What follows belongs to an exercise in optimizing a design on an open flow for small area; a production flow would make more cautious choices. Only simulation tests tie the RTL to the original design; equivalence was not proved. No activity file was given, so power comes from the tool's default toggle rates.

==> flow/design.v (excerpt) <==
module eve_pe
#(
parameter WORD_SZ = 32,
parameter GENE_SZ = 64,
parameter ATTR_SZ = 8
)(
input clk,
input rst,
input setup,
input state,
input [GENE_SZ - 1: 0]  data_in1,
input [GENE_SZ - 1: 0]  data_in2,
input [GENE_SZ - 1: 0]  gene_in1,
input [GENE_SZ - 1: 0]  gene_in2,
input [GENE_SZ - 1: 0]  random_num_pack,
output [GENE_SZ - 1: 0]  gene_out1,
output [GENE_SZ - 1: 0]  gene_out2,
output [GENE_SZ - 1: 0]  gene_out3,
output reg [2 : 0]  out_valid
);
Settings: LEC_CHECK=0, CAP_MARGIN=0, CORE_MARGIN=2, CORE_UTILIZATION=70, CTS_BUF_LIST=sky130_fd_sc_hd__clkbuf_8, CTS_CLUSTER_DIAMETER=50, CTS_CLUSTER_SIZE=18, SLEW_MARGIN=0; clock period 4.5 ns.
run.sh (not shown) runs the stock make flow with config.mk's settings and CLKGATE_MAP_FILE= SYNTH_SCRIPT=/design/flow/synth_recipe.tcl, a recipe that flattens the netlist after the stock synthesis.
The starting point passed the timing, design-rule and antenna checks.
Rerun with:
==> flow/flow/run.sh (new file) <==
#!/bin/bash
# The standard layout (the standard.sh: ORFS synthesis with the standard flow's
# synthesis script, floorplan, placement, CTS, routing), with four changes:
#  - synthesis maps the logic with ABC's area-oriented mappers (flow/abc_area.script
#    in place of ORFS's abc_speed.script); registers are mapped as before;
#  - the port buffers that placement puts on every input and output are the
#    platform's smallest buffer, sky130_fd_sc_hd__buf_1;
#  - CTS inserts no dummy loads;
#  - the constant outputs share one tie cell per value (no tie fanout repair).
# make's full output goes to standard.log in the folder this runs in.
set -euo pipefail
here=$(pwd)
rm -rf "$here/scripts"
cp -r "$FLOW_HOME/scripts" "$here/scripts"
cp "$here/flow/abc_area.script" "$here/scripts/abc_speed.script"
export BUFFER_PORTS_ARGS="-buffer_cell sky130_fd_sc_hd__buf_1"
export SKIP_REPAIR_TIE_FANOUT=1
export CTS_ARGS="-sink_clustering_enable -repair_clock_nets -sink_clustering_size 16 -sink_clustering_max_diameter 45 -buf_list sky130_fd_sc_hd__clkbuf_8 -dont_use_dummy_load"
bash standard.sh SCRIPTS_DIR="$here/scripts" finish > standard.log 2>&1
==> flow/flow/abc_area.script (new file) <==
strash
dch -f
amap
topo
==> flow/standard.sh (new file) <==
#!/bin/bash
# synth_recipe.tcl (not shown) runs the flow's synth.tcl, then flattens the netlist and writes it again
# the make line also repeats each setting of config.mk as NAME=value (left out here)
make -C /OpenROAD-flow-scripts/flow DESIGN_CONFIG=/design/flow/config.mk WORK_HOME=/design/flow/orfs CLKGATE_MAP_FILE= SYNTH_SCRIPT=/design/flow/synth_recipe.tcl "${@:-finish}"
Settings changed: CORE_UTILIZATION 70 to 80, CTS_BUF_LIST sky130_fd_sc_hd__clkbuf_8 to default, CTS_CLUSTER_DIAMETER 50 to default, CTS_CLUSTER_SIZE 18 to default, PLACE_DENSITY from default to 0.9.
removed: flow/run.sh
The new run went through all stages and came out clean.
Hold slack degrades by 0.0081 ns.
Flip-flop and latch count does not change.
Non-clock buffer count goes up by 7.
Routed wire length goes up by a few percent.
Final area came out lower by about a fifth.
Power goes down by a few percent.
Cell count goes down by a few percent.
Rerun with:
Settings changed: PLACE_DENSITY 0.9 to default.
Outcome: The new run finished clean; register-to-register slack loses 0.15 ns; via count rose by a few percent; wire length goes up by a few percent; clock power is about the same; final cell count barely changes; maximum frequency falls slightly; non-clock buffer count went up by 5; worst setup slack loses 0.038 ns.
Rerun with:
--- a/flow/flow/run.sh
+++ b/flow/flow/run.sh
@@ -4 +4 @@
-#  - synthesis maps the logic with ABC's area-oriented mappers (flow/abc_area.script
+#  - synthesis maps the logic with ABC's area-oriented mapper (flow/abc_area.script
==> flow/flow/abc_area.script (replaced) <==
strash
dch -f
map -a
topo
mfs2 -a
strash
dch -f
map -a
topo
Settings changed: CORE_UTILIZATION 80 to 88.
What happened:
- The changed run stopped in 5_1_grt
- synthesized area climbs by 1.2%
- synthesized cell count climbs by 14%
Rerun with:
--- a/flow/flow/run.sh
+++ b/flow/flow/run.sh
@@ -3 +3 @@
-# synthesis script, floorplan, placement, CTS, routing), with four changes:
+# synthesis script, floorplan, placement, CTS, routing), with three changes:
Settings changed: CORE_UTILIZATION 88 to 80.
Effect: The changed run passed the timing, design-rule and antenna checks; synthesized cell count does not change; synthesized area is unchanged.

port drivers added, routing unchanged:
Ports are ideal in the flow. The routed layouts listed here were re-timed in OpenROAD.
Step 1 (the two cells are an assumption about what drives the block):
set clk [get_ports {clk}]
set_driving_cell -lib_cell sky130_fd_sc_hd__clkbuf_16 $clk
set_driving_cell -lib_cell sky130_fd_sc_hd__buf_2 [delete_from_list [all_inputs] $clk]
Step 2 adds t to the input delays and takes it off the output delays; t is the mean of the earliest and latest rising clock arrival at the registers after step 1. Input paths then give back, and output paths get back, about the clock's delay inside the block.
Three values: ideal ports, drivers, drivers and shift; two values: the first two.
run | t (ns) | setup WS [ns] | hold WS [ns] | worst setup path after step 2 | slew at the worst register clock pin (ns)
the first run | 0.714 | 0.642 / 0.588 / 0.618 | 0.317 / 0.317 / 0.317 | input to register | 0.11 / 0.11
the second run | 0.654 | 0.653 / 0.682 / 0.028 | 0.309 / 0.309 / 0.309 | input to register | 0.10 / 0.10
the third run | 0.651 | 0.615 / 0.622 / -0.030 | 0.302 / 0.302 / 0.302 | input to register | 0.10 / 0.10
the fifth run | 0.641 | 0.589 / 0.617 / -0.024 | 0.308 / 0.308 / 0.308 | input to register | 0.11 / 0.11
Met with ideal ports but missed after step 2: setup timing in the third run and the fifth run. For the third run, which loses most, drivers alone change the setup slack by +0.007 ns; drivers and shift together by -0.645 ns.
